Background: an optimization exercise with open tools, aiming at small area, a short achievable clock period and few clock cycles per item. Do not read the settings as production practice.
At most, simulation tests tie the RTL to the original design; equivalence was not proved.

trial 21:
Design Reconstructor, start of the top module:
module Reconstructor(
    input enable,
    input CLK,
    input reset,
    input [7:0]height,
    input [7:0]width,
    input Vector_sig,
    input [7:0]mv_x,
    input [7:0]addr_x,
    input [7:0]mv_y,
    input [7:0]addr_y,
    output Nxt_block_sig,
    input [1:0]data_type,
    output [15:0]Tindex,
    input [5:0]pdi,
    output [15:0]index,
    output we,
    output [8:0]datax_out,
    output [8:0]datay_out,
    output [5:0]pdo
    );
localparam IDLE = 3'd0, WAIT = 3'd1, S1 = 3'd2, RD = 3'd3, TL = 3'd4, WR = 3'd5;
reg [2:0] state;
reg [15:0] N;             
reg [1:0] kN;             
reg [1:0] kP;             
reg pv;                   
reg tv;                   
reg [3:0] f;              
reg [4:0] preg;           
reg [1:0] btype;
reg [1:0] rx, ry;
reg ser;                  
always @(posedge CLK) begin
  rx <= mv_x[1:0];
  ry <= mv_y[1:0];
  ser <= (width == 8'd0) | (width == 8'd1) | (width == 8'd255);
end
wire hasx = |rx, hasy = |ry;
function [4:0] oa;
  input [1:0] k;
  input [1:0] rx, ry;
  reg [2:0] cx, cy;
  begin
    cx = k[0] ? {1'b0, rx} : (rx == 2'd0 ? 3'd4 : {1'b0, 2'd0 - rx});
    cy = k[1] ? {1'b0, ry} : (ry == 2'd0 ? 3'd4 : {1'b0, 2'd0 - ry});
    case ({cx[2], cy[2]})
      2'b11: oa = 5'd16;
      2'b10: oa = {1'b0, cy[1:0], 2'b00};
  ...
Size: roughly 690 cells after synthesis, roughly 6100 sq um of cells after synthesis.
==> flow/config.mk <==
export PLATFORM = sky130hd
export DESIGN_NAME = Reconstructor
export DESIGN_NICKNAME = Reconstructor
export VERILOG_FILES = /design/flow/design.v
export SDC_FILE = /design/flow/constraint.sdc
export NUM_CORES = 4
export LEC_CHECK = 0
export ABC_CLOCK_PERIOD_IN_PS = 6000
export CAP_MARGIN = 20
export CORE_MARGIN = 2
export CORE_UTILIZATION = 40
export CTS_BUF_LIST = sky130_fd_sc_hd__clkbuf_8
export CTS_CLUSTER_SIZE = 30
export PLACE_DENSITY = 0.6
export SETUP_SLACK_MARGIN = 5
export SLEW_MARGIN = 20
==> flow/constraint.sdc <==
create_clock -name core_clock -period 11.0 [get_ports {CLK}]
set_input_delay 2.2000 -clock core_clock [delete_from_list [all_inputs] [get_ports {CLK}]]
set_output_delay 2.2000 -clock core_clock [all_outputs]
set_load 0.01 [all_outputs]
standard.sh (not shown) runs the stock make flow with config.mk's settings and CLKGATE_MAP_FILE= SYNTH_SCRIPT=/design/flow/synth_recipe.tcl, a recipe that flattens the netlist after the stock synthesis.
==> flow/flow/run.sh <==
#!/bin/bash
# Standard layout, with every port buffered by sky130_fd_sc_hd__buf_1 and a
# clock tree of clkbuf_8 without dummy loads.
set -euo pipefail
export BUFFER_PORTS_ARGS="-buffer_cell sky130_fd_sc_hd__buf_1"
export CTS_ARGS="-sink_clustering_enable -repair_clock_nets -dont_use_dummy_load -buf_list sky130_fd_sc_hd__clkbuf_8 -sink_clustering_size 30 -sink_clustering_max_diameter 150"
bash standard.sh > standard.log 2>&1
The inputs of build 17 differ from those of trial 21 as listed below.
--- a/flow/design.v
+++ b/flow/design.v
@@ -255,18 +255,13 @@
 wire s109 = c82 ^ s83 ^ (op[7] & width[6]);
 wire c110 = (c82 & s83) | (c82 & (op[7] & width[6])) | (s83 & (op[7] & width[6]));
 wire s111 = c84 ^ 1'b1 ^ (op[7] & width[7]);
 wire c112 = (c84 & 1'b1) | (c84 & (op[7] & width[7])) | (1'b1 & (op[7] & width[7]));
 wire [15:0] ta = {c112, c110, c108, c106, c104, c102, c100, c98, c96, c94, c92, c90, c88, c86, s85, r0[0]};
 wire [15:0] tb = {1'b1, s111, s109, s107, s105, s103, s101, s99, s97, s95, s93, s91, s89, s87, ax[1], ax[0]};
-wire [15:0] ag = ta & tb, ap = ta | tb;
-wire [15:0] g1 = ag | (ap & {ag[14:0], 1'b0}), p1 = ap & {ap[14:0], 1'b0};
-wire [15:0] g2 = g1 | (p1 & {g1[13:0], 2'b0}), p2 = p1 & {p1[13:0], 2'b0};
-wire [15:0] g4 = g2 | (p2 & {g2[11:0], 4'b0}), p4 = p2 & {p2[11:0], 4'b0};
-wire [15:0] g8 = g4 | (p4 & {g4[7:0], 8'b0});
-wire [15:0] M = ta ^ tb ^ {g8[14:0], 1'b0};
+wire [15:0] M = ta + tb;
 wire tl_done = s_tl & ~fany & ~(ser & nv);    
 assign Nxt_block_sig = (state == WAIT) | (tl_done & ~gt);
 assign Tindex = N;
 assign index = N;
 assign we = (s_tl & gt) | s_wr;
 assign pdo = {1'b0, pN};
Results
No stage failed in build 17, and the final checks on the layout all came back clean.
Synthesized area went down by a few percent going from trial 21 to build 17.
Clock buffer and inverter area fraction after layout came out higher on build 17 than on trial 21.
Relative to trial 21, total area of multi-input combinational cells decreased by about 8% in build 17.
Changes observed in build 17 relative to trial 21: synthesized cell count lower; data arrival time of the worst path decreased 2.59 ns; adder-cell area share of the yosys netlist decreased by 0.92 points relative to the old numbers.
For build 17, the source of the critical timing path was pdi[2], unlike trial 21, where it was addr_y[1].
[build 17 vs trial 21] sequential share of layout area: higher in build 17
Testbench counts of build 17, summed over its fixed seeds: cycles 37,693, vectors 5,350.
No functional check of the RTL was part of trial 21.

[separate check: timing with driven ports]
In the flow no input, the clock included, has a driving cell. The finished layouts below were timed again as built, in two steps. Step 1 sets driving cells, clkbuf_16 on the clock port and buf_2 on the other inputs (assumed; they add their load-dependent delay and slew). Step 2 also shifts input and output timing later by t, the mid clock arrival at the registers, as if the neighbouring blocks saw the same clock. Slacks: no drivers / after step 1 / after step 2; pairs: no drivers / after step 1.
run | t, ns | setup WS [ns] | worst setup path at the end | worst data-port slew with drivers (ns) | pins driven straight from the clock port
trial 21 | 0.386 | 5.025 / 5.022 / 4.636 | input to register | 0.05 | 1
build 17 | 0.383 | 5.181 / 5.154 / 4.823 | input to register | 0.06 | 1
After both steps setup and hold are still met in every run listed. The setup slack of trial 21, which loses most, moves by -0.003 ns with the drivers and by -0.389 ns with both steps.
